Context: an optimization exercise on an open-source flow, tuned for small area. The choices shown serve that exercise and are no tape-out recipe.
Function was checked by simulation only, so behaviour that the tests miss may differ from the original.
The clock port is modelled as an ideal driver; clocking choices that lean on that would not hold on a real chip.
Power and IR drop assume default switching activity.

**run.sh**
```bash
#!/bin/bash
# synth_recipe.tcl (not shown) runs the flow's synth.tcl, then flattens the netlist and writes it again
# the make line also repeats each setting of config.mk as NAME=value (left out here)
make -C /OpenROAD-flow-scripts/flow DESIGN_CONFIG=/design/flow/config.mk WORK_HOME=/design/flow/orfs CLKGATE_MAP_FILE= SYNTH_SCRIPT=/design/flow/synth_recipe.tcl finish
```
**config.mk**
```make
export PLATFORM = sky130hd
export DESIGN_NAME = part3_core
export DESIGN_NICKNAME = part3_core
export VERILOG_FILES = /design/flow/design.v
export SDC_FILE = /design/flow/constraint.sdc
export NUM_CORES = 4
export LEC_CHECK = 0
export CAP_MARGIN = 20
export CORE_MARGIN = 2
export CORE_UTILIZATION = 40
export PLACE_DENSITY = 0.6
export SLEW_MARGIN = 20
```
**constraint.sdc**
```tcl
create_clock -name core_clock -period 10.0 [get_ports {CLOCK_50}]
set_input_delay 2.0000 -clock core_clock [delete_from_list [all_inputs] [get_ports {CLOCK_50}]]
set_output_delay 2.0000 -clock core_clock [all_outputs]
set_load 0.01 [all_outputs]
```
**design.v**
```verilog
module fifo_ctrl #(parameter ADDR_WIDTH=4)
                 (clk, reset, rd, wr, empty, full, w_addr, r_addr);
	input  logic clk, reset, rd, wr;
	output logic empty, full;
	output logic [ADDR_WIDTH-1:0] w_addr, r_addr;
	logic [ADDR_WIDTH-1:0] rd_ptr, rd_ptr_next;
	logic [ADDR_WIDTH-1:0] wr_ptr, wr_ptr_next;
	logic empty_next, full_next;
	assign w_addr = wr_ptr;
	assign r_addr = rd_ptr;
	always_ff @(posedge clk) begin
		if (reset)
			begin
				wr_ptr <= 0;
				rd_ptr <= 0;
				full   <= 0;
				empty  <= 1;
			end
		else
			begin
				wr_ptr <= wr_ptr_next;
				rd_ptr <= rd_ptr_next;
				full   <= full_next;
				empty  <= empty_next;
			end
	end   
	always_comb begin
		rd_ptr_next = rd_ptr;
		wr_ptr_next = wr_ptr;
		empty_next = empty;
		full_next = full;
		case ({rd, wr})
			2'b11:   
				begin
					rd_ptr_next = rd_ptr + 1'b1;
					wr_ptr_next = wr_ptr + 1'b1;
				end
			2'b10:   
				if (~empty)
					begin
						rd_ptr_next = rd_ptr + 1'b1;
						if (rd_ptr_next == wr_ptr)
							empty_next = 1;
						full_next = 0;
					end
			2'b01:   
				if (~full)
					begin
						wr_ptr_next = wr_ptr + 1'b1;
						empty_next = 0;
						if (wr_ptr_next == rd_ptr)
							full_next = 1;
					end
			2'b00: ;  
		endcase
	end   
endmodule   
module reg_file #(parameter DATA_WIDTH=8, ADDR_WIDTH=2)
                (clk, w_data, w_en, full, w_addr, r_addr, r_data);
	input  logic clk, w_en, full;
	input  logic [ADDR_WIDTH-1:0] w_addr, r_addr;
	input  logic [DATA_WIDTH-1:0] w_data;
	output logic [DATA_WIDTH-1:0] r_data;
	logic [DATA_WIDTH-1:0] array_reg [0:2**ADDR_WIDTH-1];
	always_ff @(posedge clk) begin
	   if (w_en)
		   array_reg[w_addr] <= w_data;
		if (full)
			r_data <= array_reg[r_addr];
		else
			r_data <= 0;
	end  
endmodule   
module fifo #(parameter DATA_WIDTH=24, ADDR_WIDTH=3)
            (clk, reset, rd, wr, empty, full, w_data, r_data);
	input  logic clk, reset, rd, wr;
	output logic empty, full;
	input  logic [DATA_WIDTH-1:0] w_data;
	output logic [DATA_WIDTH-1:0] r_data;
	logic [ADDR_WIDTH-1:0] w_addr, r_addr;
	logic w_en;
	assign w_en = wr & (~full | rd);
	fifo_ctrl #(ADDR_WIDTH) c_unit (.*);
	reg_file #(DATA_WIDTH, ADDR_WIDTH) r_unit (.*);
endmodule   
module accumulator(clk, reset, en, r_data, w_data, q);
	input logic clk, reset, en; 			 
	input logic [23:0] r_data, w_data;	 
	output logic [23:0] q;
	always_ff @(posedge clk) begin
		if (reset)
			q <= 0;
		else if (en)
			q <= q + r_data * -1 + w_data;
		else
			q <= q;
	end  
endmodule  
module part3_core (CLOCK_50, reset, SW, LEDR, read_ready, write_ready,
                   readdata_left, readdata_right, read, write,
                   writedata_left, writedata_right, rom_address, rom_q);
	parameter N = 5;
	input logic CLOCK_50;
	input logic reset;                               
	input logic [9:0] SW;
	output logic [9:0] LEDR;
	input logic read_ready, write_ready;
	input logic [23:0] readdata_left, readdata_right;
	output logic read, write;
	output logic [23:0] writedata_left, writedata_right;
	output logic [15:0] rom_address;
	input logic [23:0] rom_q;
	wire [23:0] unfiltered_L, unfiltered_R;		 
	wire [23:0] fifo_in_L, fifo_in_R;				 
	wire [23:0] fifo_out_L, fifo_out_R;				 
	wire [23:0] filtered_L, filtered_R;				 
	assign LEDR[9] = SW[9];
	assign LEDR[8] = SW[8];
	assign LEDR[7:4] = 4'b0;
	assign writedata_left = SW[8] ? filtered_L : unfiltered_L;
	assign unfiltered_L 	 = SW[9] ? sound : readdata_left;
	assign fifo_in_L		 = {{N{unfiltered_L[23]}}, unfiltered_L[23:N]};
	assign writedata_right = SW[8] ? filtered_R : unfiltered_R;
	assign unfiltered_R	  = SW[9] ? sound : readdata_right;
	assign fifo_in_R		  = {{N{unfiltered_R[23]}}, unfiltered_R[23:N]};
	assign read = read_ready & write_ready;
	assign write = read_ready & write_ready;
	logic [15:0] current;	 
	logic [23:0] sound;		 
	assign rom_address = current;
	assign sound = rom_q;
	always_ff @(posedge CLOCK_50) begin
		if (current == 16'd47999 | reset)
			current <= 0;
		else if (write)
			current <= current + 1;
		else
		    current <= current;
	end  
	fifo #(24, N) bufferL(.clk(CLOCK_50), .reset, .rd(LEDR[1] & write), .wr(SW[8] & write), .empty(LEDR[0]), .full(LEDR[1]), .w_data(fifo_in_L), .r_data(fifo_out_L));
	fifo #(24, N) bufferR(.clk(CLOCK_50), .reset, .rd(LEDR[3] & write), .wr(SW[8] & write), .empty(LEDR[2]), .full(LEDR[3]), .w_data(fifo_in_R), .r_data(fifo_out_R));
	accumulator accumulateL(.clk(CLOCK_50), .reset, .w_data(fifo_in_L), .r_data(fifo_out_L), .q(filtered_L), .en(SW[8] & write));
	accumulator accumulateR(.clk(CLOCK_50), .reset, .w_data(fifo_in_R), .r_data(fifo_out_R), .q(filtered_R), .en(SW[8] & write));
endmodule  
```
==> qor.csv, run 1 <==
metric,value,unit
outcome,timing/DRC/antenna clean,
tritoncts_num_sinks,1342,
synth_top_family_by_area,multiplexers,
synth_area_leaders,"sky130_fd_sc_hd__edfxtp_1 58%, sky130_fd_sc_hd__mux4_2 14%, sky130_fd_sc_hd__fa_1 7.5%",
via_count_of_the_first_global_routing_pass,33276,
highest_net_fanout_along_the_worst_path,50,
postSynthRegisterBits,1342,
syn_area,62400,µm²
period_minus_slack,7650,ps
async_reset_ff_frac,0,
io_pins,162,
layout_setup_ws,2350,ps
clkLatencyLatePin,770,ps
ys_top_cells_by_count,"1216 x sky130_fd_sc_hd__edfxtp_1, 393 x sky130_fd_sc_hd__inv_1, 375 x sky130_fd_sc_hd__mux4_2, 233 x sky130_fd_sc_hd__fa_1, 208 x sky130_fd_sc_hd__ha_1",
cts_resized,0,
finalMaxSlewViolations,0,
initial_standard_cell_utilization_of_the_core,0.404,
floorplan.die_area,159000,µm²
detailedRoute.firstIterationViolations,3019,
antenna_nets_post_route,0,
net-switching-power,2.88,mW
synth_cell_types,63,
synthXorXnorAreaFrac,0.0177,
end_kind,register,
chipHeight,399,µm
worstHoldPathCells,2,
start_kind,input port,
area_taken_by_multi_input_logic_gates,21800,µm²
totalNegativeSetupSlack,0,ps
synth_cells,3598,
fin_nets,4362,
min_path_type,register to register,
synth_top_cell_area_share,0.585,
vias_per_cell,5.33,
core-area,155000,µm²
post_route_cells_drive_above_1_share,0.212,
post_synth_and_or_nand_nor_area_fraction,0.0305,
setup-violations-final,0,
seq_power_share,0.500,
max_freq,131,MHz
reg2reg_depth,18,
pwr_density_cell,173,nW/µm²
ctsLongestPathBuffers,3,
ir_worst_vdd,0.182,mV
synth-adder-area-share,0.117,
power_report.internal_total,9.51,mW
multiplexer_share_of_the_synthesized_area,0.149,
cp_data_required_time,10660,ps
tightest_slew,1050,ps
cp.arrival,8310,ps
global_route_wire_length_before_repair,227000,µm
dr_total_vias,31991,
cts_tree,done,
cts.repair_timing.setup_buffer_count,0,
seq_area,39100,µm²
power,12.4,mW
synth-compound-area-share,0.0251,
max_cap_viol_count,0,
grt_start_max_net_pins,102,
synth_edf_count,1216,
maxSlewHeadroom,0.300,
yosysWarningCount,4,
router_iterations_before_antenna_repair,7,
fillerInstances,13200,
timing_hold_violations_final,0,
htree_num_levels,4,
dominantRegCellSynth,sky130_fd_sc_hd__edfxtp_1,
grtUsageTotal,0.198,
worst_path_class_setup,input port to register,
placementRows,144,
post_syn_area_per_cell,17.4,µm²
antenna_found_initial,9,
die-width,399,µm
numCtsBuffers,144,
cts-hold-fix-buffers,0,
yosysTopAreaCell,sky130_fd_sc_hd__edfxtp_1,
power.leakage,24.6,nW
grt_setup_unrepaired,false,
post-dp-hpwl,98000,µm
power.combinational.fraction,0.076,
path_clk_slew,60,ps
clock_network_fraction_of_design_power,0.424,
gpl.final_weighted_congestion,0.807,
wire_per_inst,25.8,µm
post-synth-top-count-cell,sky130_fd_sc_hd__edfxtp_1,
layout_worst_path_cycle_share,0.765,
final_worst_clock_skew,25.9,ps
areaGrowthSynthToFinish,15.0,%
overflow,0,
root_buffer,sky130_fd_sc_hd__clkbuf_16,
portBuffers,149,
detailedPlace.worstSlack,1610,ps
switching_share,0.232,
synth.yosys.seq_area_share,0.625,
wl,155000,µm
drc,0,
==> power groups by stage <==
| stage | Sequential, mW | Clock (mW) | Combinational [mW] |
|---|---|---|---|
| after floorplan | 6.32 | 0 | 0.582 |
| after global placement | 6.31 | 0 | 0.934 |
| after detailed placement | 6.31 | 0 | 0.944 |
| after CTS | 6.20 | 5.35 | 0.951 |
| after global routing | 6.20 | 5.56 | 1.05 |
| final | 6.20 | 5.26 | 0.940 |
==> layout by cell type, fill, tap and decap left out, types with 7 or more instances in the layout <==
cell	count
sky130_fd_sc_hd__dfxtp_1	118
sky130_fd_sc_hd__a21o_1	23
sky130_fd_sc_hd__clkbuf_1	31
sky130_fd_sc_hd__inv_6	9
sky130_fd_sc_hd__inv_1	392
sky130_fd_sc_hd__and2_1	9
sky130_fd_sc_hd__nand4_1	15
sky130_fd_sc_hd__nand2_1	141
sky130_fd_sc_hd__o21ai_4	13
sky130_fd_sc_hd__a31oi_1	7
sky130_fd_sc_hd__o21ai_2	28
sky130_fd_sc_hd__nor3_1	12
sky130_fd_sc_hd__edfxtp_1	1216
sky130_fd_sc_hd__clkdlybuf4s50_1	146
sky130_fd_sc_hd__o21ai_0	39
sky130_fd_sc_hd__nor2_4	34
sky130_fd_sc_hd__xnor2_1	69
sky130_fd_sc_hd__nor2b_1	43
sky130_fd_sc_hd__mux2i_1	54
sky130_fd_sc_hd__a211oi_1	17
sky130_fd_sc_hd__clkinv_2	31
sky130_fd_sc_hd__mux2_2	30
sky130_fd_sc_hd__bufinv_16	10
sky130_fd_sc_hd__nand3_1	23
sky130_fd_sc_hd__nor2_2	31
sky130_fd_sc_hd__ha_1	208
sky130_fd_sc_hd__clkinv_1	24
sky130_fd_sc_hd__nand3b_1	7
sky130_fd_sc_hd__buf_4	92
sky130_fd_sc_hd__a21oi_1	81
sky130_fd_sc_hd__clkbuf_16	146
sky130_fd_sc_hd__mux4_2	375
sky130_fd_sc_hd__nor2_1	75
sky130_fd_sc_hd__xor2_1	57
sky130_fd_sc_hd__fa_1	233
==> per-layer routing <==
layer	share of wire	track usage	wire length (µm)
met5	0	0	0
met4	0.015	0.0414	2300
met3	0.057	0.0270	8870
met2	0.49	0.330	76200
met1	0.44	0.278	67500
==> worst max-delay path, cell delays in order <==
cell                        delay (ps)
sky130_fd_sc_hd__buf_4             730
sky130_fd_sc_hd__nand2_1           270
sky130_fd_sc_hd__o21ai_2           320
sky130_fd_sc_hd__inv_1             280
sky130_fd_sc_hd__fa_1              550
sky130_fd_sc_hd__fa_1              570
sky130_fd_sc_hd__fa_1              460
sky130_fd_sc_hd__fa_1              510
sky130_fd_sc_hd__fa_1              490
sky130_fd_sc_hd__inv_1              40
sky130_fd_sc_hd__ha_1              350
sky130_fd_sc_hd__a21o_1            180
sky130_fd_sc_hd__a2111oi_0         890
sky130_fd_sc_hd__nor4_1            100
sky130_fd_sc_hd__a31o_2            250
sky130_fd_sc_hd__a21oi_1           120
sky130_fd_sc_hd__nand3_1           100
==> path summary, 6_finish.rpt <==
path	slack, ps	endpoint	start
max	2350	accumulateL.q[22]	SW[9]
min	460	accumulateL.q[19]	accumulateL.q[19]
max reg2reg	2610	accumulateL.q[22]	bufferL.r_unit.r_data[0]
min reg2reg	460	accumulateL.q[19]	accumulateL.q[19]
==> layout make-up <==
type / instances / area share
clock buffer: 179 / 0.0529
multi-input combinational: 1712 / 0.304
antenna: 2 / 0.0000697
clock inverter: 85 / 0.0118
inverter: 394 / 0.0206
tap: 2044 / 0.0356
timing repair buffer: 241 / 0.0306
sequential: 1342 / 0.544
==> cells by family after synthesis <==
kind of cell	after synthesis
flops	1342
buf+inv	547
mux	459
fa+ha+maj	447
simple gates	419
compound gates	257
xor+xnor	126
other cells	1
==> through the flow <==
step                      hold slack, ps  utilization  cell area (µm²)  std cells
after global placement               436        0.434            67100       5733
after global routing                 478        0.464            71800       5997
after CTS                            462        0.464            71800       5997
final                                458        0.464            71800       5999
after floorplan                      425            -            62400       3601
after detailed placement             451        0.434            67100       5733
==> inputs of run 2 (changes only) <==
==> design.v (replaced) <==
module fifo_ctrl #(parameter ADDR_WIDTH=5)
                 (clk, reset, w, en, empty, full);
	input  logic clk, reset, w, en;
	output logic empty, full;
	logic [ADDR_WIDTH:0] count;
	assign full  = count[ADDR_WIDTH];
	assign empty = (count == 0);
	always_ff @(posedge clk) begin
		if (reset)
			count <= 0;
		else if (full) begin
			if (w & ~en)
				count <= count - 1'b1;    
		end
		else if (en)
			count <= count + 1'b1;        
	end
endmodule   
module fifo #(parameter DATA_WIDTH=19, ADDR_WIDTH=5)
            (clk, en, w_data, r_data);
	input  logic clk, en;
	input  logic [DATA_WIDTH-1:0] w_data;
	output logic [DATA_WIDTH-1:0] r_data;
	logic [DATA_WIDTH-1:0] sr [0:2**ADDR_WIDTH-1];
	always_ff @(posedge clk) begin
		if (en) begin
			sr[0] <= w_data;
			for (int i = 1; i < 2**ADDR_WIDTH; i++)
				sr[i] <= sr[i-1];
		end
	end
	assign r_data = sr[2**ADDR_WIDTH-1];
endmodule   
module accumulator #(parameter W=19)
                   (clk, reset, en, full, head, w_data, q);
	input  logic clk, reset, en, full;
	input  logic [W-1:0] head, w_data;
	output logic [23:0] q;
	logic [W-1:0] r;
	always_ff @(posedge clk)
		r <= full ? head : '0;
	always_ff @(posedge clk) begin
		if (reset)
			q <= 0;
		else if (en)
			q <= q - {{(24-W){r[W-1]}}, r} + {{(24-W){w_data[W-1]}}, w_data};
	end
endmodule  
module part3_core (CLOCK_50, reset, SW, LEDR, read_ready, write_ready,
                   readdata_left, readdata_right, read, write,
                   writedata_left, writedata_right, rom_address, rom_q);
	parameter N = 5;
	input logic CLOCK_50;
	input logic reset;                               
	input logic [9:0] SW;
	output logic [9:0] LEDR;
	input logic read_ready, write_ready;
	input logic [23:0] readdata_left, readdata_right;
	output logic read, write;
	output logic [23:0] writedata_left, writedata_right;
	output logic [15:0] rom_address;
	input logic [23:0] rom_q;
	logic w, en;                        
	logic empty, full;                  
	logic [23:0] unfiltered_L, unfiltered_R;
	logic [23:0] filtered_L, filtered_R;
	logic [23-N:0] head_L, head_R;    
	assign w  = read_ready & write_ready;
	assign en = SW[8] & w;
	assign read  = w;
	assign write = w;
	assign LEDR[9] = SW[9];
	assign LEDR[8] = SW[8];
	assign LEDR[7:4] = 4'b0;
	assign LEDR[0] = empty;
	assign LEDR[1] = full;
	assign LEDR[2] = empty;
	assign LEDR[3] = full;
	assign unfiltered_L = SW[9] ? rom_q : readdata_left;
	assign unfiltered_R = SW[9] ? rom_q : readdata_right;
	assign writedata_left  = SW[8] ? filtered_L : unfiltered_L;
	assign writedata_right = SW[8] ? filtered_R : unfiltered_R;
	logic [15:0] current;
	assign rom_address = current;
	always_ff @(posedge CLOCK_50) begin
		if (current == 16'd47999 | reset)
			current <= 0;
		else if (w)
			current <= current + 1'b1;
	end
	fifo_ctrl #(N) ctrl (.clk(CLOCK_50), .reset, .w, .en, .empty, .full);
	fifo #(24-N, N) bufferL (.clk(CLOCK_50), .en, .w_data(unfiltered_L[23:N]), .r_data(head_L));
	fifo #(24-N, N) bufferR (.clk(CLOCK_50), .en, .w_data(unfiltered_R[23:N]), .r_data(head_R));
	accumulator #(24-N) accumulateL (.clk(CLOCK_50), .reset, .en, .full, .head(head_L), .w_data(unfiltered_L[23:N]), .q(filtered_L));
	accumulator #(24-N) accumulateR (.clk(CLOCK_50), .reset, .en, .full, .head(head_R), .w_data(unfiltered_R[23:N]), .q(filtered_R));
endmodule  
==> run 2 against run 1 <==
Worst hold slack got worse by 51 ps. Register-to-register slack improved by 3900 ps. Largest cell class unchanged. Total power is 4.1% lower. Via count decreased by 38%. Sequential power is essentially flat. Non-clock buffer count is 71 lower. Clock skew down 8.0 ps. Sequential share of layout area grew 19 points. Global-route usage decreased by 7.4 points. Clock-buffer cell count fell by 13. First-iteration DRC count decreased by 34%.
==> qor.csv, run 2 <==
metric,value,unit,change
grtUsageTotal,0.124,,-0.0736
ff_to_ff_start,accumulateL.q[1],,
drc,0,,unchanged
antenna_nets_post_route,0,,unchanged
pwr_density_cell,225,nW/µm²,+30%
synth_cells,2364,,-34%
synth.yosys.seq_area_share,0.856,,+0.230
overflow,0,,unchanged
power_report.internal_total,9.22,mW,-3.1%
outcome,timing/DRC/antenna clean,,
timing_hold_violations_final,0,,unchanged
wl,71400,µm,-54%
power.leakage,17.9,nW,-27%
yosysTopAreaCell,sky130_fd_sc_hd__edfxtp_1,,
multiplexer_share_of_the_synthesized_area,0.00365,,-0.146
cp.arrival,4620,ps,-3690 ps
io_pins,162,,unchanged
initial_standard_cell_utilization_of_the_core,0.402,,-0.00143
grt_start_max_net_pins,213,,+110%
detailedRoute.firstIterationViolations,2007,,-34%
reg2reg_to,accumulateL.q[16],,
placementRows,123,,-15%
period_minus_slack,6620,ps,-1030 ps
switching_share,0.224,,-0.00836
crit_chain,buf_2 -> buf_4 -> nand2_1 -> o21ai_0 -> buf_4 -> nor2_1 -> a21oi_1 -> clkdlybuf4s50_1,,
clkLatencyLatePin,710,ps,-60 ps
dr_total_vias,19854,,-38%
synth-compound-area-share,0.0388,,+0.0137
worstHoldPathCells,0,,-2
worst-path-buf-inv,4,,+1
synth_cell_types,71,,+13%
power,11.9,mW,-4.1%
ir_worst_vdd,0.149,mV,-18%
final_worst_clock_skew,17.8,ps,-8.05 ps
areaGrowthSynthToFinish,16.9,%,
wire_per_inst,16.9,µm,-34%
global_route_wire_length_before_repair,112000,µm,-50%
yosysWarningCount,5,,+1
syn_area,45200,µm²,-28%
clock_network_fraction_of_design_power,0.402,,-0.022
mostFrequentLayoutCell,sky130_fd_sc_hd__edfxtp_1,,
synth-adder-area-share,0.0353,,-0.0821
root_buffer,sky130_fd_sc_hd__clkbuf_16,,
layout.cells.most_common_list,"1216 x sky130_fd_sc_hd__edfxtp_1, 225 x sky130_fd_sc_hd__inv_1, 146 x sky130_fd_sc_hd__clkdlybuf4s50_1",,
dominantRegCellSynth,sky130_fd_sc_hd__edfxtp_1,,
synth_edf_count,1216,,unchanged
cts_tree,done,,
layout_worst_path_cycle_share,0.662,,-0.103
reg2reg_depth,11,,-7
core-area,112000,µm²,-27%
timing.critical_path.slowest_stage_cell,sky130_fd_sc_hd__clkdlybuf4s50_1,,
power.combinational.fraction,0.075,,about the same
max_freq,151,MHz,+16%
worst_path_class_setup,input port to output pin,,
hold_path_startpoint,bufferR.sr[4][9],,
numCtsBuffers,130,,-9.7%
gpl.final_weighted_congestion,0.846,,+4.8%
vias_per_cell,4.70,,-12%
router_iterations_before_antenna_repair,5,,-2
ctsLongestPathBuffers,3,,unchanged
tightest_slew,1110,ps,+60.2 ps
via_count_of_the_first_global_routing_pass,19433,,-42%
maxSlewHeadroom,0.260,,-0.0401
floorplan.die_area,116000,µm²,-27%
synth_area_leaders,"sky130_fd_sc_hd__edfxtp_1 81%, sky130_fd_sc_hd__dfxtp_1 4.8%, sky130_fd_sc_hd__fa_1 2.0%",,
post-dp-hpwl,41300,µm,-58%
finalMaxSlewViolations,0,,unchanged
critPathTopFamily,buffers and inverters,,
seq_power_share,0.523,,+0.023
postSynthRegisterBits,1324,,-1.3%
antenna_found_initial,1,,-8
post-synth-top-count-cell,sky130_fd_sc_hd__edfxtp_1,,
totalNegativeSetupSlack,0,ps,unchanged
tritoncts_num_sinks,1324,,-1.3%
synthXorXnorAreaFrac,0.0112,,-0.00644
async_reset_ff_frac,0,,unchanged
timing.reg2reg.setup_slack,6500,ps,+3890 ps
whs_endpoint,bufferR.sr[5][9],,
die-width,340,µm,-15%
cts-hold-fix-buffers,0,,unchanged
path_clk_slew,60,ps,about the same
cpMostUsedCell,sky130_fd_sc_hd__buf_4,,
grt_setup_unrepaired,false,,
highest_net_fanout_along_the_worst_path,61,,+22%
ys_top_cells_by_count,"1216 x sky130_fd_sc_hd__edfxtp_1, 225 x sky130_fd_sc_hd__inv_1, 116 x sky130_fd_sc_hd__a21oi_1, 108 x sky130_fd_sc_hd__dfxtp_1, 98 x sky130_fd_sc_hd__nor2_1",,
critPathMaxStageDelay,670,ps,-220 ps
max_cap_viol_count,0,,unchanged
portBuffers,149,,unchanged
post_syn_area_per_cell,19.1,µm²,+10%
start_kind,input port,,
cp-startpoint,SW[9],,
layout_setup_ws,3380,ps,+1030 ps
synth_top_family_by_area,compound AO/OA/AOI/OAI gates,,
net-switching-power,2.66,mW,-7.6%
fin_nets,2801,,-36%
diodes,0,,-2
post_synth_and_or_nand_nor_area_fraction,0.0307,,+0.000244
min_path_type,register to register,,
synth_top_cell_area_share,0.808,,+0.223
setup-violations-final,0,,unchanged
htree_num_levels,4,,unchanged
cts_resized,0,,unchanged
cp_data_required_time,8000,ps,-2660 ps
chipHeight,340,µm,-15%
detailedPlace.worstSlack,3480,ps,+1870 ps
fillerInstances,9390,,-29%
end_kind,output pin,,
cts.repair_timing.setup_buffer_count,0,,unchanged
post_route_cells_drive_above_1_share,0.0875,,-0.125
==> run 2: changes by cell type after synthesis, sizes merged, moves of 34 or more <==
cell / before / now
nor2: 140 / 99
mux2i: 54 / 12
nor2b: 43 / 5
xor2: 57 / 23
clkbuf: 72 / 32
a21oi: 81 / 117
nand2: 142 / 98
buf: 81 / 22
mux4: 375 / 0
xnor2: 69 / 35
ha: 208 / 54
fa: 233 / 46
inv: 393 / 226
==> run 2: how the worst max path moves through the flow <==
| stage | endpoint | slack, ps | cells after the start |
|---|---|---|---|
| final | writedata_left[11] | 3380 | 8 |
| after global routing | writedata_left[12] | 3300 | 8 |
| after CTS | writedata_left[11] | 3460 | 8 |
| after detailed placement | accumulateR.q[23] | 3480 | 15 |
| after global placement | accumulateR.q[23] | 3500 | 14 |
| after floorplan | accumulateL.q[2] | 870 | 8 |
==> run 2: cells by family (layout without fill, tap and decap cells) <==
family / count (synthesis) / after routing
flops: 1324 / 1324
simple gates: 300 / 300
compound gates: 284 / 284
buf+inv: 281 / 634
fa+ha+maj: 100 / 100
xor+xnor: 58 / 58
mux: 16 / 16
other cells: 1 / 4
==> run 2: power by group through the flow <==
stage	clock [mW]	sequential, mW	combinational, mW
after global placement	0	6.33	0.862
after detailed placement	0	6.33	0.880
after floorplan	0	6.35	0.598
after CTS	4.93	6.22	0.887
after global routing	5.15	6.22	0.992
final	4.77	6.21	0.896
==> run 2: area by class of cell <==
cell class,instances,area (µm²),share of cell area
clock buffer,166,3480,0.0659
clock inverter,71,779,0.0148
inverter,227,860,0.0163
tap,1500,1880,0.0355
timing repair buffer,170,1720,0.0325
sequential,1324,38700,0.732
multi-input combinational,762,5440,0.103
==> run 2: worst reg2reg max path, delay by kind of cell (launching register included) <==
kind            cells  cell delay, ps
compound gates      6            1780
xor+xnor            1             160
fa+ha+maj           2             970
buf+inv             2             140
flops               1             350
==> run 2: routing by layer <==
layer / vias up / wire (µm) / share of wire / GRT usage
met5: - / 0 / 0 / 0
met2: 560 / 28000 / 0.39 / 0.158
met4: 0 / 1740 / 0.024 / 0.0441
met1: 9957 / 36800 / 0.51 / 0.202
li1: 9198 / - / - / -
met3: 139 / 4950 / 0.069 / 0.0314
==> run 2: stage by stage <==
stage	hold WS [ps]	utilization	instance area, µm²	cells
after detailed placement	405	0.432	48500	3982
after global placement	401	0.432	48500	3982
after floorplan	400	-	45200	2367
after global routing	414	0.470	52800	4220
after CTS	398	0.470	52800	4219
final	407	0.470	52800	4220
==> inputs of run 3 (changes only) <==
--- a/design.v
+++ b/design.v
@@ -31,19 +31,44 @@
 	end
 	assign r_data = sr[2**ADDR_WIDTH-1];
 endmodule   
-module accumulator #(parameter W=19)
+module accumulator #(parameter W=19, SPLIT=14)
                    (clk, reset, en, full, head, w_data, q);
 	input  logic clk, reset, en, full;
 	input  logic [W-1:0] head, w_data;
 	output logic [23:0] q;
-	logic [W-1:0] r;
+	logic [W-1:0] rn;    
+	logic [23:0] a, b, s, c, y, sum;
+	logic [24:0] cy, cy0, cy1;
+	logic [23:0] sum0, sum1;
 	always_ff @(posedge clk)
-		r <= full ? head : '0;
+		rn <= ~(full ? head : '0);
+	assign a = {{(24-W){rn[W-1]}}, rn};
+	assign b = {{(24-W){w_data[W-1]}}, w_data};
+	assign s = q ^ a ^ b;
+	assign c = (q & a) | (q & b) | (a & b);
+	assign y = {c[22:0], 1'b1};
+	always_comb begin
+		cy = '0; cy0 = '0; cy1 = '0;
+		sum = '0; sum0 = '0; sum1 = '0;
+		for (int i = 0; i < SPLIT; i++) begin
+			sum[i]  = s[i] ^ y[i] ^ cy[i];
+			cy[i+1] = (s[i] & y[i]) | (s[i] & cy[i]) | (y[i] & cy[i]);
+		end
+		cy0[SPLIT] = 1'b0;
+		cy1[SPLIT] = 1'b1;
+		for (int i = SPLIT; i < 24; i++) begin
+			sum0[i]  = s[i] ^ y[i] ^ cy0[i];
+			cy0[i+1] = (s[i] & y[i]) | (s[i] & cy0[i]) | (y[i] & cy0[i]);
+			sum1[i]  = s[i] ^ y[i] ^ cy1[i];
+			cy1[i+1] = (s[i] & y[i]) | (s[i] & cy1[i]) | (y[i] & cy1[i]);
+			sum[i]   = cy[SPLIT] ? sum1[i] : sum0[i];
+		end
+	end
 	always_ff @(posedge clk) begin
 		if (reset)
 			q <= 0;
 		else if (en)
-			q <= q - {{(24-W){r[W-1]}}, r} + {{(24-W){w_data[W-1]}}, w_data};
+			q <= sum;
 	end
 endmodule  
 module part3_core (CLOCK_50, reset, SW, LEDR, read_ready, write_ready,
==> flow/run.sh (new file) <==
#!/bin/bash
# Standard ORFS layout (the standard.sh) with smaller port buffers, a
# clock tree of small buffers without dummy loads, and power recovery
# (downsizing) after global route.
set -euo pipefail
bash standard.sh \
  "BUFFER_PORTS_ARGS=-buffer_cell sky130_fd_sc_hd__buf_1" \
  "CTS_ARGS=-sink_clustering_enable -repair_clock_nets -dont_use_dummy_load -buf_list sky130_fd_sc_hd__clkbuf_4 -sink_clustering_size 10 -sink_clustering_max_diameter 30" \
  "RECOVER_POWER=100" \
  finish > flow_make.log 2>&1
==> standard.sh (new file) <==
#!/bin/bash
# synth_recipe.tcl (not shown) runs the flow's synth.tcl, then flattens the netlist and writes it again
# the make line also repeats each setting of config.mk as NAME=value (left out here)
make -C /OpenROAD-flow-scripts/flow DESIGN_CONFIG=/design/flow/config.mk WORK_HOME=/design/flow/orfs CLKGATE_MAP_FILE= SYNTH_SCRIPT=/design/flow/synth_recipe.tcl "${@:-finish}"
--- a/config.mk
+++ b/config.mk
@@ -7,6 +7,6 @@
 export LEC_CHECK = 0
 export CAP_MARGIN = 20
 export CORE_MARGIN = 2
-export CORE_UTILIZATION = 40
-export PLACE_DENSITY = 0.6
+export CORE_UTILIZATION = 60
+export PLACE_DENSITY = 0.72
 export SLEW_MARGIN = 20
removed: run.sh
==> run 3 against run 2 <==
Now fails the layout checks on max-capacitance violations, max-slew violations. Register-to-register slack worse by 4900 ps. Sequential cell count stayed put. Synthesized area is 3.3% lower. Total power is 23% lower. Wire length is 9.4% lower.
==> qor.csv, run 3 <==
metric,value,unit,change
worst_path_class_setup,input port to register,,
ir_worst_vdd,0.133,mV,-10%
initial_standard_cell_utilization_of_the_core,0.608,,+0.206
post_syn_area_per_cell,21.7,µm²,+13%
synthXorXnorAreaFrac,0.00781,,-0.00342
setup-violations-final,0,,unchanged
tightest_slew,4510,ps,+3400 ps
synth_area_leaders,"sky130_fd_sc_hd__edfxtp_1 84%, sky130_fd_sc_hd__dfxtp_1 4.9%, sky130_fd_sc_hd__fa_1 3.3%",,
grtUsageTotal,0.178,,+0.0534
die-width,274,µm,-19%
wl,64700,µm,-9.4%
wire_per_inst,19.5,µm,+15%
highest_net_fanout_along_the_worst_path,6,,-90%
seq_area,38700,µm²,about the same
ys_top_cells_by_count,"1216 x sky130_fd_sc_hd__edfxtp_1, 141 x sky130_fd_sc_hd__nand2_1, 108 x sky130_fd_sc_hd__dfxtp_1, 72 x sky130_fd_sc_hd__fa_1, 59 x sky130_fd_sc_hd__inv_1",,
path_clk_slew,100,ps,+40 ps
max_cap_viol_count,12,,+12
cts.repair_timing.setup_buffer_count,0,,unchanged
seq_power_share,0.677,,+0.154
outcome,"complete, but fails checks",,
vias_per_cell,5.45,,+16%
final_area,47000,µm²,-11%
final_worst_clock_skew,118,ps,+100 ps
antenna_nets_post_route,0,,unchanged
cp.arrival,10470,ps,+5850 ps
violatedChecks,"max-capacitance violations, max-slew violations",,
clock_network_fraction_of_design_power,0.267,,-0.135
antenna_found_initial,11,,+10
detailedRoute.firstIterationViolations,1684,,-16%
met2WireLength,28300,µm,+1.3%
area_taken_by_multi_input_logic_gates,4610,µm²,-15%
grt_start_max_net_pins,228,,+7.0%
placementRows,98,,-20%
power_report.internal_total,7.24,mW,-21%
period_minus_slack,9560,ps,+2950 ps
post_synth_and_or_nand_nor_area_fraction,0.0262,,-0.00459
timing.reg2reg.setup_slack,1650,ps,-4850 ps
htree_num_levels,4,,unchanged
post_route_cells_drive_above_1_share,0.101,,+0.0134
yosysWarningCount,5,,unchanged
synth_top_family_by_area,adder cells,,
grt_setup_unrepaired,false,,
cts-hold-fix-buffers,0,,unchanged
finalMaxSlewViolations,1034,,+1034
maxSlewHeadroom,-2.01,,-2.27
synth_top_cell_area_share,0.835,,+0.0275
yosysTopAreaCell,sky130_fd_sc_hd__edfxtp_1,,
power,9.19,mW,-23%
io_pins,162,,unchanged
routedLengthMet1,29800,µm,-19%
dr_total_vias,18093,,-8.9%
layout.cells.most_common_list,"1216 x sky130_fd_sc_hd__edfxtp_1, 195 x sky130_fd_sc_hd__clkbuf_4, 145 x sky130_fd_sc_hd__buf_1",,
clkLatencyLatePin,1030,ps,+320 ps
global_route_wire_length_before_repair,99800,µm,-11%
cp_data_required_time,10910,ps,+2910 ps
portBuffers,149,,unchanged
power.combinational.fraction,0.056,,-0.019
post-dp-hpwl,36800,µm,-11%
fin_nets,2543,,-9.2%
net-switching-power,1.95,mW,-27%
synth_edf_count,1216,,unchanged
pwr_density_cell,196,nW/µm²,-13%
synth_cells,2018,,-15%
start_kind,input port,,
root_buffer,sky130_fd_sc_hd__clkbuf_4,,
syn_area,43700,µm²,-3.3%
router_iterations_before_antenna_repair,5,,unchanged
uppermost_metal_layer_occupied_by_signal_nets,met4,,
power.leakage,15.1,nW,-15%
core-area,71900,µm²,-36%
cts_resized,0,,unchanged
via_count_of_the_first_global_routing_pass,18177,,-6.5%
areaGrowthSynthToFinish,7.42,%,
synth-compound-area-share,0.0187,,-0.0201
multiplexer_share_of_the_synthesized_area,0.0126,,+0.00891
overflow,0,,unchanged
ctsLongestPathBuffers,3,,unchanged
tritoncts_num_sinks,1324,,unchanged
chipHeight,274,µm,-19%
cts_tree,done,,
min_path_type,register to register,,
synth_cell_types,50,,-30%
post-synth-top-count-cell,sky130_fd_sc_hd__edfxtp_1,,
synth-adder-area-share,0.0398,,+0.00452
timing_hold_violations_final,0,,unchanged
layout_worst_path_cycle_share,0.956,,+0.295
async_reset_ff_frac,0,,unchanged
wl_met3,4490,µm,-9.3%
drc,0,,unchanged
gpl.final_weighted_congestion,0.782,,-7.6%
postSynthRegisterBits,1324,,unchanged
max_freq,105,MHz,-31%
placement.cell_area,45700,µm²,-5.9%
fin_worst_hold_slack,332,ps,-75.1 ps
fillerInstances,4778,,-49%
totalNegativeSetupSlack,0,ps,unchanged
switching_share,0.213,,-0.0114
synth.yosys.seq_area_share,0.885,,+0.0291
floorplan.die_area,75000,µm²,-35%
end_kind,register,,
dominantRegCellSynth,sky130_fd_sc_hd__edfxtp_1,,
numCtsBuffers,192,,+48%
mostFrequentLayoutCell,sky130_fd_sc_hd__edfxtp_1,,
==> run 3: layer usage <==
metal  vias to the layer above  track usage
met5                         -            0
met4                         0       0.0830
met3                       163       0.0475
met2                       519        0.244
met1                      9129        0.269
li1                       8282            -
==> run 3: power by group through the flow <==
stage | clock network (mW) | logic [mW] | registers [mW]
floorplan | 0 | 0.364 | 6.35
global placement | 0 | 0.502 | 6.33
detailed placement | 0 | 0.531 | 6.34
CTS | 2.57 | 0.533 | 6.21
global route | 2.78 | 0.581 | 6.24
finish | 2.45 | 0.517 | 6.22
==> run 3: area by class of cell <==
class	count	share of cell area
Antenna cell	8	0.000426
Clock buffer	192	0.0307
Inverter	59	0.00488
Multi-Input combinational cell	589	0.0982
Sequential cell	1324	0.824
Tap cell	950	0.0253
Timing Repair Buffer	195	0.0170
==> run 3: metrics by stage <==
step	worst slack, ps	util	std cells
2_1_floorplan	22.9	-	2021
3_3_place_gp	-361	0.635	3116
3_5_place_dp	-530	0.635	3116
4_1_cts	562	0.656	3308
5_1_grt	132	0.654	3316
6_report	439	0.654	3317
==> run 3: worst paths after layout <==
kind                                         from                end  cells after the start
worst max-delay path                        SW[9]  accumulateL.q[22]                     26
worst min-delay path             bufferL.sr[8][3]   bufferL.sr[9][3]                      0
worst max register to register  accumulateL.rn[1]  accumulateL.q[22]                     22
worst min register to register   bufferL.sr[8][3]   bufferL.sr[9][3]                      0
==> run 3: logic make-up (layout without fill, tap and decap cells) <==
kind of cell    Yosys count  count (layout)
xor+xnor                 39              39
flops                  1324            1324
mux                      50              50
buf+inv                 108             446
fa+ha+maj                96              96
compound gates          141             141
simple gates            259             259
other cells               1              12
==> run 3: critical path, stage by stage <==
cell and delay (ps):
sky130_fd_sc_hd__clkbuf_2 170, sky130_fd_sc_hd__clkbuf_1 180, sky130_fd_sc_hd__nand2_1 80, sky130_fd_sc_hd__o21ai_1 200
sky130_fd_sc_hd__fa_1 460, sky130_fd_sc_hd__inv_1 110, sky130_fd_sc_hd__fa_1 190, sky130_fd_sc_hd__inv_1 50
sky130_fd_sc_hd__fa_1 380, sky130_fd_sc_hd__fa_1 440, sky130_fd_sc_hd__fa_1 490, sky130_fd_sc_hd__fa_1 460
sky130_fd_sc_hd__fa_1 490, sky130_fd_sc_hd__fa_1 480, sky130_fd_sc_hd__fa_1 460, sky130_fd_sc_hd__fa_1 460
sky130_fd_sc_hd__fa_1 480, sky130_fd_sc_hd__fa_1 460, sky130_fd_sc_hd__fa_1 460, sky130_fd_sc_hd__fa_1 490
sky130_fd_sc_hd__nor2b_1 200, sky130_fd_sc_hd__o221ai_1 200, sky130_fd_sc_hd__a21oi_1 380, sky130_fd_sc_hd__nor3_1 130
sky130_fd_sc_hd__or4_1 480, sky130_fd_sc_hd__nand3_1 90
==> inputs of run 4 (changes only) <==
==> flow/run.sh (replaced) <==
#!/bin/bash
# Standard ORFS layout (the standard.sh) with smaller port buffers and a
# clock tree of small buffers without dummy loads.
set -euo pipefail
bash standard.sh \
  "BUFFER_PORTS_ARGS=-buffer_cell sky130_fd_sc_hd__buf_1" \
  "CTS_ARGS=-sink_clustering_enable -repair_clock_nets -dont_use_dummy_load -buf_list sky130_fd_sc_hd__clkbuf_4 -sink_clustering_size 10 -sink_clustering_max_diameter 30" \
  finish > flow_make.log 2>&1
==> run 4 against run 3 <==
The run now finishes clean. Wire length grew 0.12%. Combinational power grew 3%. Largest cell class unchanged. Critical path depth shrank 1. First-iteration DRC count shrank 3.3%. Clock power is essentially flat. Total power is essentially flat. Global-route usage is the same. Register-to-register slack is essentially flat. Critical path type unchanged. Sequential power is essentially flat. Synthesized cell count is the same. Worst hold slack gained 4.2 ps. Via count grew 0.15%.
==> qor.csv, run 4 <==
metric,value,unit,change
outcome,timing/DRC/antenna clean,,
fin_util,0.656,,+0.00263
power.combinational.fraction,0.058,,+0.002
layout.cells.most_common_list,"1216 x sky130_fd_sc_hd__edfxtp_1, 193 x sky130_fd_sc_hd__clkbuf_4, 146 x sky130_fd_sc_hd__buf_1",,
power.leakage,15.3,nW,+0.88%
maxSlewHeadroom,0.278,,+2.29
portBuffers,149,,unchanged
dominantRegCellSynth,sky130_fd_sc_hd__edfxtp_1,,
placementRows,98,,unchanged
initial_standard_cell_utilization_of_the_core,0.608,,unchanged
synth_cells,2018,,unchanged
worstHoldPathCells,0,,unchanged
postSynthRegisterBits,1324,,unchanged
core-area,71900,µm²,unchanged
wire_per_inst,19.5,µm,+0.12%
post-synth-top-count-cell,sky130_fd_sc_hd__edfxtp_1,,
post-dp-hpwl,36800,µm,unchanged
global_route_wire_length_before_repair,99800,µm,unchanged
met2WireLength,28200,µm,-0.36%
routedLengthMet1,29700,µm,-0.33%
wl_met3,4740,µm,+5.8%
worst_path_class_setup,input port to register,,
cts_tree,done,,
dr_total_vias,18120,,+0.15%
cp-startpoint,SW[9],,
ctsLongestPathBuffers,3,,unchanged
cts_resized,0,,unchanged
grtUsageTotal,0.178,,unchanged
max_freq,105,MHz,+0.20%
switching_share,0.213,,+0.000381
period_minus_slack,9540,ps,-19.3 ps
timing.reg2reg.setup_slack,1640,ps,about the same
power_report.internal_total,7.24,mW,about the same
detailedRoute.firstIterationViolations,1629,,-3.3%
mostFrequentLayoutCell,sky130_fd_sc_hd__edfxtp_1,,
highest_net_fanout_along_the_worst_path,6,,unchanged
io_pins,162,,unchanged
tritoncts_num_sinks,1324,,unchanged
layout_worst_path_cycle_share,0.954,,-0.00193
start_kind,input port,,
fin_nets,2543,,unchanged
yosysWarningCount,5,,unchanged
ff_to_ff_start,accumulateL.rn[1],,
whs_endpoint,bufferL.sr[9][3],,
via_count_of_the_first_global_routing_pass,18177,,unchanged
vias_per_cell,5.46,,+0.15%
areaGrowthSynthToFinish,7.85,%,
router_iterations_before_antenna_repair,5,,unchanged
die-width,274,µm,unchanged
chipHeight,274,µm,unchanged
drc,0,,unchanged
overflow,0,,unchanged
end_kind,register,,
yosysTopAreaCell,sky130_fd_sc_hd__edfxtp_1,,
pwr_density_cell,195,nW/µm²,-0.38%
final_area,47200,µm²,+0.40%
numCtsBuffers,192,,unchanged
ys_top_cells_by_count,"1216 x sky130_fd_sc_hd__edfxtp_1, 141 x sky130_fd_sc_hd__nand2_1, 108 x sky130_fd_sc_hd__dfxtp_1, 72 x sky130_fd_sc_hd__fa_1, 59 x sky130_fd_sc_hd__inv_1",,
cts-hold-fix-buffers,0,,unchanged
totalNegativeSetupSlack,0,ps,unchanged
gpl.final_weighted_congestion,0.782,,unchanged
post_route_cells_drive_above_1_share,0.123,,+0.0225
min_path_type,register to register,,
ir_worst_vdd,0.131,mV,-1.8%
cp_data_required_time,10920,ps,about the same
synth_edf_count,1216,,unchanged
max_cap_viol_count,0,,-12
async_reset_ff_frac,0,,unchanged
seq_power_share,0.675,,-0.002
cts.repair_timing.setup_buffer_count,0,,unchanged
tightest_slew,1070,ps,-3440 ps
hold_path_startpoint,bufferL.sr[8][3],,
wl,64800,µm,+0.12%
synth_cell_types,50,,unchanged
clock_network_fraction_of_design_power,0.267,,about the same
uppermost_metal_layer_occupied_by_signal_nets,met4,,
timing_hold_violations_final,0,,unchanged
finalMaxSlewViolations,0,,-100%
cp.arrival,10460,ps,about the same
net-switching-power,1.96,mW,+0.20%
grt_start_max_net_pins,228,,unchanged
synth_top_cell_area_share,0.835,,unchanged
syn_area,43700,µm²,unchanged
grt_setup_unrepaired,false,,
path_clk_slew,100,ps,about the same
floorplan.die_area,75000,µm²,unchanged
htree_num_levels,4,,unchanged
reg2reg_to,accumulateL.q[22],,
antenna_found_initial,11,,unchanged
dpl.cell_count,3116,,unchanged
placement.cell_area,45700,µm²,unchanged
post_syn_area_per_cell,21.7,µm²,unchanged
reg2reg_depth,22,,unchanged
clkLatencyLatePin,1030,ps,about the same
setup-violations-final,0,,unchanged
root_buffer,sky130_fd_sc_hd__clkbuf_4,,
final_worst_clock_skew,117,ps,-1.01 ps
synth_area_leaders,"sky130_fd_sc_hd__edfxtp_1 84%, sky130_fd_sc_hd__dfxtp_1 4.9%, sky130_fd_sc_hd__fa_1 3.3%",,
synth.yosys.seq_area_share,0.885,,unchanged
antenna_nets_post_route,0,,unchanged
final_cells,3317,,unchanged
run 4: cell counts after synthesis:
Identical to the previous run, type by type.
run 4: metal layers:
metal,vias up,track usage
li1,8286,-
met1,9107,0.269
met2,565,0.244
met3,162,0.0475
met4,0,0.0830
met5,-,0
run 4: logic make-up after synthesis:
logic type      count (synthesis)  synth area share
simple gates                  259            0.0262
other cells                     1         0.0000858
xor+xnor                       39           0.00781
compound gates                141            0.0187
flops                        1324             0.885
mux                            50            0.0126
buf+inv                       108            0.0102
fa+ha+maj                      96            0.0398
run 4: worst max-delay path: stages:
cell and delay (ps):
sky130_fd_sc_hd__clkbuf_2 150, sky130_fd_sc_hd__buf_4 160, sky130_fd_sc_hd__o21ai_1 300, sky130_fd_sc_hd__fa_1 460, sky130_fd_sc_hd__inv_1 110, sky130_fd_sc_hd__fa_1 190, sky130_fd_sc_hd__inv_1 50, sky130_fd_sc_hd__fa_1 380
sky130_fd_sc_hd__fa_1 440, sky130_fd_sc_hd__fa_1 490, sky130_fd_sc_hd__fa_1 460, sky130_fd_sc_hd__fa_1 490, sky130_fd_sc_hd__fa_1 480, sky130_fd_sc_hd__fa_1 460, sky130_fd_sc_hd__fa_1 460, sky130_fd_sc_hd__fa_1 480
sky130_fd_sc_hd__fa_1 460, sky130_fd_sc_hd__fa_1 460, sky130_fd_sc_hd__fa_1 490, sky130_fd_sc_hd__nor2b_1 200, sky130_fd_sc_hd__o221ai_1 200, sky130_fd_sc_hd__a21oi_1 380, sky130_fd_sc_hd__nor3_1 140, sky130_fd_sc_hd__or4_1 480
sky130_fd_sc_hd__nand3_1 90
run 4: cell type report:
cell class | count | area (µm²)
flip-flops and latches | 1324 | 38700
multi-input cells | 589 | 4610
repair buffers | 195 | 981
fillers | 4724 | 24700
inverters | 59 | 229
diodes | 8 | 20.0
well taps | 950 | 1190
clock buffers | 192 | 1440
run 4: worst max path at each step:
stage	endpoint	slack, ps	cells after the start
after global routing	accumulateL.q[22]	180	24
final	accumulateL.q[22]	460	25
after floorplan	accumulateL.q[21]	20	26
after CTS	accumulateL.q[22]	560	25
after detailed placement	accumulateL.q[22]	-530	25
after global placement	accumulateL.q[22]	-360	25
run 4: per-stage QoR:
| stage | setup WS [ps] | total power, mW | hold WS [ps] |
|---|---|---|---|
| after CTS | 562 | 9.32 | 311 |
| after global routing | 181 | 9.59 | 318 |
| after floorplan | 22.9 | 6.71 | 387 |
| after global placement | -361 | 6.83 | 394 |
| after detailed placement | -530 | 6.87 | 398 |
| final | 458 | 9.20 | 336 |
run 4: power groups by stage:
stage | Clock (mW) | Combinational (mW) | Sequential [mW]
floorplan | 0 | 0.364 | 6.35
global placement | 0 | 0.502 | 6.33
detailed placement | 0 | 0.531 | 6.34
CTS | 2.57 | 0.533 | 6.21
global route | 2.78 | 0.593 | 6.23
finish | 2.46 | 0.530 | 6.21
==> inputs of run 5 (changes only) <==
==> flow/run.sh (replaced) <==
#!/bin/bash
# Standard ORFS layout (the standard.sh) with smaller port buffers and a
# clock tree of small buffers without dummy loads.
set -euo pipefail
bash standard.sh \
  "BUFFER_PORTS_ARGS=-buffer_cell sky130_fd_sc_hd__buf_1" \
  "CTS_ARGS=-sink_clustering_enable -repair_clock_nets -dont_use_dummy_load -buf_list sky130_fd_sc_hd__clkbuf_4 -sink_clustering_size 11 -sink_clustering_max_diameter 35" \
  finish > flow_make.log 2>&1
--- a/config.mk
+++ b/config.mk
@@ -5,8 +5,8 @@
 export SDC_FILE = /design/flow/constraint.sdc
 export NUM_CORES = 4
 export LEC_CHECK = 0
-export CAP_MARGIN = 20
+export CAP_MARGIN = 0
 export CORE_MARGIN = 2
 export CORE_UTILIZATION = 60
 export PLACE_DENSITY = 0.72
-export SLEW_MARGIN = 20
+export SLEW_MARGIN = 0
==> run 5 against run 4 <==
Largest power group unchanged. Critical path depth did not move. First-iteration DRC count up 8.7%. Clock-buffer cell count down 25. Synthesized cell count stayed put. Critical path type unchanged. Final area down 0.48%. Total power fell by 1.6%. Clock power is 6% lower. Die area is the same. Wire length down 0.44%. Final cell count fell by 0.87%. Maximum frequency grew 0.83%. Highest routed layer unchanged.
==> qor.csv, run 5 <==
metric,value,unit,change
wire_per_inst,19.6,µm,+0.44%
layout_worst_path_cycle_share,0.946,,-0.00786
layout.cells.most_common_list,"1216 x sky130_fd_sc_hd__edfxtp_1, 168 x sky130_fd_sc_hd__clkbuf_4, 146 x sky130_fd_sc_hd__buf_1",,
async_reset_ff_frac,0,,unchanged
clkLatencyLatePin,990,ps,-40 ps
post-synth-top-count-cell,sky130_fd_sc_hd__edfxtp_1,,
post_route_cells_drive_above_1_share,0.113,,-0.0102
portBuffers,149,,unchanged
tightest_slew,1220,ps,+152 ps
layout_setup_ws,537,ps,+78.6 ps
dpl.cell_count,3116,,unchanged
grtUsageTotal,0.176,,-0.00132
final_worst_clock_skew,93.8,ps,-23.2 ps
tritoncts_num_sinks,1324,,unchanged
worst_path_class_setup,input port to register,,
totalNegativeSetupSlack,0,ps,unchanged
post-dp-hpwl,36700,µm,-0.11%
start_kind,input port,,
power.leakage,15.1,nW,-0.84%
antenna_nets_post_route,0,,unchanged
floorplan.die_area,75000,µm²,unchanged
synth_cell_types,50,,unchanged
fillerInstances,4733,,+0.19%
yosysWarningCount,5,,unchanged
router_iterations_before_antenna_repair,5,,unchanged
ctsLongestPathBuffers,3,,unchanged
initial_standard_cell_utilization_of_the_core,0.608,,unchanged
via_count_of_the_first_global_routing_pass,17878,,-1.6%
final_cells,3288,,-0.87%
cp.arrival,10390,ps,-70 ps
ys_top_cells_by_count,"1216 x sky130_fd_sc_hd__edfxtp_1, 141 x sky130_fd_sc_hd__nand2_1, 108 x sky130_fd_sc_hd__dfxtp_1, 72 x sky130_fd_sc_hd__fa_1, 59 x sky130_fd_sc_hd__inv_1",,
io_pins,162,,unchanged
detailedPlace.worstSlack,-485,ps,+45.1 ps
grt_start_max_net_pins,228,,unchanged
postSynthRegisterBits,1324,,unchanged
antenna_found_initial,9,,-2
post_syn_area_per_cell,21.7,µm²,unchanged
die-width,274,µm,unchanged
dr_total_vias,17934,,-1.0%
mostFrequentLayoutCell,sky130_fd_sc_hd__edfxtp_1,,
finalMaxSlewViolations,0,,unchanged
grt_setup_unrepaired,false,,
root_buffer,sky130_fd_sc_hd__clkbuf_4,,
synth_area_leaders,"sky130_fd_sc_hd__edfxtp_1 84%, sky130_fd_sc_hd__dfxtp_1 4.9%, sky130_fd_sc_hd__fa_1 3.3%",,
wl,64500,µm,-0.44%
htree_num_levels,4,,unchanged
end_kind,register,,
dominantRegCellSynth,sky130_fd_sc_hd__edfxtp_1,,
synth_edf_count,1216,,unchanged
max_cap_viol_count,0,,unchanged
overflow,0,,unchanged
cts_tree,done,,
cp_data_required_time,10930,ps,about the same
placementRows,98,,unchanged
setup-violations-final,0,,unchanged
core-area,71900,µm²,unchanged
global_route_wire_length_before_repair,99500,µm,-0.32%
vias_per_cell,5.45,,-0.15%
synth_cells,2018,,unchanged
final_area,46900,µm²,-0.48%
ir_worst_vdd,0.117,mV,-10%
gpl.final_weighted_congestion,0.782,,unchanged
outcome,timing/DRC/antenna clean,,
synth.yosys.seq_area_share,0.885,,unchanged
timing_hold_violations_final,0,,unchanged
maxSlewHeadroom,0.184,,-0.0939
cts_resized,0,,unchanged
fin_nets,2517,,-1.0%
pwr_density_cell,193,nW/µm²,-1.1%
syn_area,43700,µm²,unchanged
max_freq,106,MHz,+0.83%
numCtsBuffers,167,,-13%
min_path_type,register to register,,
power,9.05,mW,-1.6%
highest_net_fanout_along_the_worst_path,6,,unchanged
chipHeight,274,µm,unchanged
areaGrowthSynthToFinish,7.33,%,
drc,0,,unchanged
cts-hold-fix-buffers,0,,unchanged
cts.repair_timing.setup_buffer_count,0,,unchanged
path_clk_slew,110,ps,about the same
placement.cell_area,45700,µm²,unchanged
detailedRoute.firstIterationViolations,1771,,+8.7%
yosysTopAreaCell,sky130_fd_sc_hd__edfxtp_1,,
synth_top_cell_area_share,0.835,,unchanged
period_minus_slack,9460,ps,-78.6 ps
-- run 5: kinds of logic after synthesis --
group,after synthesis,synth area share
buffers and inverters,108,0.0102
AOI/OAI and AO/OA,141,0.0187
DFF,1324,0.885
adders and majority gates,96,0.0398
muxes,50,0.0126
other,1,0.0000858
xor gates and xnor gates,39,0.00781
and+or+nand+nor,259,0.0262
-- run 5: final timing paths --
| path | startpoint | end | slack (ps) | depth (start not counted) |
|---|---|---|---|---|
| max | SW[9] | accumulateL.q[22] | 540 | 25 |
| min | bufferR.sr[12][8] | bufferR.sr[13][8] | 350 | 0 |
| max reg2reg | accumulateL.rn[1] | accumulateL.q[22] | 1750 | 22 |
| min reg2reg | bufferR.sr[12][8] | bufferR.sr[13][8] | 350 | 0 |
-- run 5: where the power goes --
group	switching, mW	internal [mW]
logic	0.330	0.200
clock network	1.54	0.768
registers	0.0515	6.16
total	1.92	7.13
-- run 5: area by class of cell --
type,instances,area [µm²],area share
diodes,5,12.5,0.000267
clock buffers,167,1250,0.0267
inverters,59,229,0.00488
multi-input cells,589,4610,0.0983
flip-flops and latches,1324,38700,0.824
well taps,950,1190,0.0253
repair buffers,194,953,0.0203
-- run 5: through the flow --
stage                      util  hold WS [ps]
after CTS                 0.653           354
final                     0.653           349
after floorplan               -           387
after global routing      0.653           347
after global placement    0.635           394
after detailed placement  0.635           397
-- run 5: critical path, cell delays in order --
cell and delay (ps):
sky130_fd_sc_hd__clkbuf_2 150, sky130_fd_sc_hd__buf_4 160, sky130_fd_sc_hd__o21ai_1 280, sky130_fd_sc_hd__fa_1 450
sky130_fd_sc_hd__inv_1 110, sky130_fd_sc_hd__fa_1 190, sky130_fd_sc_hd__inv_1 50, sky130_fd_sc_hd__fa_1 380
sky130_fd_sc_hd__fa_1 440, sky130_fd_sc_hd__fa_1 490, sky130_fd_sc_hd__fa_1 470, sky130_fd_sc_hd__fa_1 480
sky130_fd_sc_hd__fa_1 470, sky130_fd_sc_hd__fa_1 460, sky130_fd_sc_hd__fa_1 460, sky130_fd_sc_hd__fa_1 480
sky130_fd_sc_hd__fa_1 460, sky130_fd_sc_hd__fa_1 460, sky130_fd_sc_hd__fa_1 490, sky130_fd_sc_hd__nor2b_1 200
sky130_fd_sc_hd__o221ai_1 210, sky130_fd_sc_hd__a21oi_1 350, sky130_fd_sc_hd__nor3_1 120, sky130_fd_sc_hd__or4_1 480
sky130_fd_sc_hd__nand3_1 80
-- run 5: routing by layer --
layer	wire, µm	GRT usage	share of wire
met5	0	0	0
met2	28600	0.245	0.44
met1	30700	0.276	0.48
met4	1370	0.0684	0.021
met3	3890	0.0399	0.060
==> inputs of run 6 (changes only) <==
--- a/design.v
+++ b/design.v
@@ -2,18 +2,23 @@
                  (clk, reset, w, en, empty, full);
 	input  logic clk, reset, w, en;
 	output logic empty, full;
-	logic [ADDR_WIDTH:0] count;
-	assign full  = count[ADDR_WIDTH];
-	assign empty = (count == 0);
+	logic [ADDR_WIDTH-1:0] c;
+	assign empty = (c == 0);
 	always_ff @(posedge clk) begin
-		if (reset)
-			count <= 0;
+		if (reset) begin
+			c    <= 0;
+			full <= 0;
+		end
 		else if (full) begin
 			if (w & ~en)
-				count <= count - 1'b1;    
+				full <= 0;                
 		end
-		else if (en)
-			count <= count + 1'b1;        
+		else if (en) begin
+			if (&c)
+				full <= 1;
+			else
+				c <= c + 1'b1;
+		end
 	end
 endmodule   
 module fifo #(parameter DATA_WIDTH=19, ADDR_WIDTH=5)
==> flow/run.sh (replaced) <==
#!/bin/bash
# Standard ORFS layout (the standard.sh) with smaller port buffers and a
# clock tree of small buffers without dummy loads; after CTS the leaf buffers
# whose flip-flops see a high clock slew are upsized (flow/post_cts.tcl).
set -euo pipefail
export CLK_SLEW_FIX=0.115
bash standard.sh \
  "BUFFER_PORTS_ARGS=-buffer_cell sky130_fd_sc_hd__buf_1" \
  "CTS_ARGS=-sink_clustering_enable -repair_clock_nets -dont_use_dummy_load -buf_list sky130_fd_sc_hd__clkbuf_4 -sink_clustering_size 14 -sink_clustering_max_diameter 50" \
  "POST_CTS_TCL=$PWD/flow/post_cts.tcl" \
  finish > flow_make.log 2>&1
==> flow/post_cts.tcl (new file) <==
# Upsize the clock buffers that drive flip-flop clock pins with a high
# estimated slew, then legalize the placement again.
estimate_parasitics -placement
set thr [expr {[info exists ::env(CLK_SLEW_FIX)] ? $::env(CLK_SLEW_FIX) : 0.100}]
set drivers {}
foreach pin [get_pins -hierarchical */CLK] {
  if {[get_property $pin slew_max] > $thr} {
    set net [get_nets -of_objects $pin]
    foreach d [get_pins -of_objects $net -filter "direction==output"] {
      lappend drivers [get_full_name [get_cells -of_objects $d]]
    }
  }
}
set drivers [lsort -unique $drivers]
puts "clock slew fix: upsizing [llength $drivers] clock buffers"
foreach i $drivers {
  set master [get_property [get_cells $i] ref_name]
  if {$master eq "sky130_fd_sc_hd__clkbuf_4"} {
    replace_cell [get_cells $i] sky130_fd_sc_hd__clkbuf_8
  }
}
detailed_placement
check_placement -verbose
estimate_parasitics -placement
==> run 6 against run 5 <==
Still clean. First-iteration DRC count up 4.4%. Critical endpoint is now accumulateL.q[20]. Core utilization increased by 0.12 points. Via count decreased by 2.2%. Final area hardly changed.
==> qor.csv, run 6 <==
metric,value,unit,change
routedLengthMet1,29900,µm,-2.5%
gpl.final_weighted_congestion,0.836,,+7.0%
start_kind,input port,,
cp-startpoint,SW[9],,
cp_data_required_time,10830,ps,-100 ps
router_iterations_before_antenna_repair,5,,unchanged
min_path_type,register to register,,
synth_edf_count,1216,,unchanged
wire_per_inst,19.8,µm,+1.1%
ys_top_cells_by_count,"1216 x sky130_fd_sc_hd__edfxtp_1, 145 x sky130_fd_sc_hd__nand2_1, 108 x sky130_fd_sc_hd__dfxtp_1, 72 x sky130_fd_sc_hd__fa_1, 57 x sky130_fd_sc_hd__inv_1",,
cpMostUsedCell,sky130_fd_sc_hd__fa_1,,
ff_to_ff_start,accumulateR.rn[0],,
areaGrowthSynthToFinish,7.48,%,
async_reset_ff_frac,0,,unchanged
post_route_cells_drive_above_1_share,0.0899,,-0.0233
hold_path_startpoint,bufferL.sr[31][10],,
detailedPlace.worstSlack,-65.8,ps,+419 ps
cp.arrival,9900,ps,-490 ps
tritoncts_num_sinks,1324,,unchanged
end_kind,register,,
fin_nets,2431,,-3.4%
placementRows,98,,unchanged
syn_area,43700,µm²,-0.13%
synth_cells,1993,,-1.2%
grt_start_max_net_pins,194,,-15%
setup-violations-final,0,,unchanged
reg2reg_to,accumulateR.q[18],,
path_clk_slew,110,ps,about the same
fin_worst_hold_slack,345,ps,-4.18 ps
wl_met3,4340,µm,+12%
timing.reg2reg.setup_slack,2500,ps,+750 ps
met2WireLength,27800,µm,-2.8%
yosysTopAreaCell,sky130_fd_sc_hd__edfxtp_1,,
cts_tree,done,,
uppermost_metal_layer_occupied_by_signal_nets,met5,,
via_count_of_the_first_global_routing_pass,17257,,-3.5%
pwr_density_cell,193,nW/µm²,about the same
grtUsageTotal,0.174,,-0.00260
grt_setup_unrepaired,false,,
detailedRoute.firstIterationViolations,1849,,+4.4%
maxSlewHeadroom,0.117,,-0.0679
global_route_wire_length_before_repair,98000,µm,-1.5%
totalNegativeSetupSlack,0,ps,unchanged
wl,63500,µm,-1.6%
portBuffers,149,,unchanged
synth_area_leaders,"sky130_fd_sc_hd__edfxtp_1 84%, sky130_fd_sc_hd__dfxtp_1 5.0%, sky130_fd_sc_hd__fa_1 3.3%",,
timing.critical_path.slowest_stage_cell,sky130_fd_sc_hd__fa_1,,
finalMaxSlewViolations,0,,unchanged
dr_total_vias,17533,,-2.2%
post-synth-top-count-cell,sky130_fd_sc_hd__edfxtp_1,,
clock_network_fraction_of_design_power,0.260,,+0.005
overflow,0,,unchanged
max_freq,110,MHz,+4.3%
seq_power_share,0.685,,about the same
mostFrequentLayoutCell,sky130_fd_sc_hd__edfxtp_1,,
ir_worst_vdd,0.131,mV,+11%
io_pins,162,,unchanged
tightest_slew,1310,ps,+88.0 ps
layout_setup_ws,924,ps,+387 ps
synth_cell_types,62,,+24%
crit_chain,buf_2 -> o21ai_0 -> inv_1 -> fa_1 -> fa_1 -> inv_1 -> fa_1 -> fa_1 -> fa_1 -> fa_1 -> fa_1 -> fa_1 -> fa_1 -> fa_1 -> fa_1 -> fa_1 -> fa_1 -> fa_1 -> or2_1 -> a311oi_4 -> a211oi_1 -> or3_1 -> a32o_1,,
drc,0,,unchanged
outcome,timing/DRC/antenna clean,,
postSynthRegisterBits,1324,,unchanged
initial_standard_cell_utilization_of_the_core,0.609,,about the same
highest_net_fanout_along_the_worst_path,5,,-1
core-area,71700,µm²,-0.17%
dominantRegCellSynth,sky130_fd_sc_hd__edfxtp_1,,
yosysWarningCount,5,,unchanged
floorplan.die_area,75000,µm²,-0.12%
layout.cells.most_common_list,"1216 x sky130_fd_sc_hd__edfxtp_1, 146 x sky130_fd_sc_hd__buf_1, 145 x sky130_fd_sc_hd__nand2_1",,
critPathMaxStageDelay,610,ps,+120 ps
post_syn_area_per_cell,21.9,µm²,+1.1%
crit_path_to,accumulateL.q[20],,
worst_path_class_setup,input port to register,,
synth.yosys.seq_area_share,0.886,,+0.00112
power.leakage,15.0,nW,-0.66%
timing_hold_violations_final,0,,unchanged
power_report.internal_total,7.19,mW,+0.93%
antenna_nets_post_route,0,,unchanged
chipHeight,274,µm,about the same
die-width,274,µm,about the same
clkLatencyLatePin,930,ps,-60 ps
vias_per_cell,5.48,,+0.45%
switching_share,0.206,,-0.00702
power.combinational.fraction,0.055,,-0.004
reg2reg_depth,21,,-4.5%
layout_worst_path_cycle_share,0.908,,-0.0387
synth_top_cell_area_share,0.836,,+0.00105
final_worst_clock_skew,94.8,ps,+1.03 ps
net-switching-power,1.86,mW,-3.3%
period_minus_slack,9080,ps,-387 ps
post-dp-hpwl,37100,µm,+0.96%
max_cap_viol_count,0,,unchanged
antenna_found_initial,4,,-5
## run 6: cell count changes in the layout (fill, tap and decap cells not counted), moves of 6 or more
cell                       previous run  this run
sky130_fd_sc_hd__clkbuf_4           168        26
sky130_fd_sc_hd__clkbuf_8             0        84
sky130_fd_sc_hd__a21oi_1             49        37
sky130_fd_sc_hd__buf_4               41        33
sky130_fd_sc_hd__nor2_1              53        47
sky130_fd_sc_hd__or3_1                2         8
## run 6: area by class of cell
cell class	instances	area [µm²]
antenna	3	7.51
clock buffer	109	1340
fill	4583	24800
inverter	58	225
multi-input combinational	569	4570
sequential	1324	38700
tap	950	1190
timing repair buffer	187	913
## run 6: logic make-up (layout without fill, tap and decap cells)
| group | Yosys count | in the layout | share of synthesized area |
|---|---|---|---|
| buffers and inverters | 103 | 354 | 0.00986 |
| multiplexers | 54 | 54 | 0.0136 |
| AO/OA/AOI/OAI | 141 | 141 | 0.0204 |
| AND/OR/NAND/NOR | 243 | 243 | 0.0239 |
| flip-flops | 1324 | 1324 | 0.886 |
| adder cells (fa/ha/maj) | 96 | 96 | 0.0399 |
| other | 1 | 7 | 0.0000859 |
| XOR/XNOR | 31 | 31 | 0.00653 |
## run 6: power by group through the flow
stage	registers [mW]	logic [mW]	clock network [mW]
floorplan	6.34	0.341	0
finish	6.20	0.500	2.35
global route	6.22	0.558	2.64
detailed placement	6.33	0.499	0
global placement	6.33	0.472	0
## run 6: worst min path at each step
stage	endpoint	slack, ps	cells after the start
5_1_grt	bufferR.sr[29][1]	360	0
3_5_place_dp	accumulateL.rn[9]	400	1
2_1_floorplan	accumulateL.rn[18]	390	1
3_3_place_gp	accumulateL.rn[7]	390	1
6_report	accumulateL.rn[10]	350	1
## run 6: per-layer routing
metal  up-vias  GRT usage
li1       7991          -
met2       470      0.243
met1      8939      0.277
met3       131     0.0406
met4         2     0.0505
met5         -          0
## run 6: critical path: cells and delay by family
family	cells	cell delay, ps
AOI/OAI and AO/OA	4	1240
adders and majority gates	14	5590
buffers and inverters	3	390
and+or+nand+nor	2	670
## run 6: stage by stage
step | area, µm² | power, mW | util | cells
after global placement | 45600 | 6.80 | 0.635 | 3088
after floorplan | 43700 | 6.69 | - | 1996
final | 46900 | 9.06 | 0.654 | 3200
after global routing | 46900 | 9.41 | 0.654 | 3200
after detailed placement | 45600 | 6.83 | 0.635 | 3088

==> what the ideal ports hide <==
How much do the figures lean on ideal ports? The routed layouts below were timed once more, with nothing changed but the port constraints.
Step 1 sets driving cells, clkbuf_16 on the clock port and buf_2 on the other inputs (assumed; they add their load-dependent delay and slew).
Step 2 adds t to the input delays and takes it off the output delays; t is the mean of the earliest and latest rising clock arrival at the registers after step 1. Input paths then give back, and output paths get back, about the clock's delay inside the block.
a / b / c = ideal ports / drivers / drivers and shift; a / b = the first two.
run | t (ns) | slack for setup (ns) | latest minus earliest clock arrival (ns)
run 1 | 0.851 | 2.353 / 2.413 / 1.562 | 0.037 / 0.036
run 2 | 0.768 | 3.384 / 3.360 / 3.360 | 0.026 / 0.025
run 3 | 1.028 | 0.439 / 0.299 / -0.729 | 0.141 / 0.141
run 4 | 1.027 | 0.458 / 0.352 / -0.675 | 0.140 / 0.140
run 5 | 0.998 | 0.537 / 0.453 / -0.545 | 0.131 / 0.131
run 6 | 0.956 | 0.924 / 0.957 / 0.001 | 0.127 / 0.127
For run 3, which loses most, drivers alone change the setup slack by -0.140 ns; drivers and shift together by -1.168 ns.
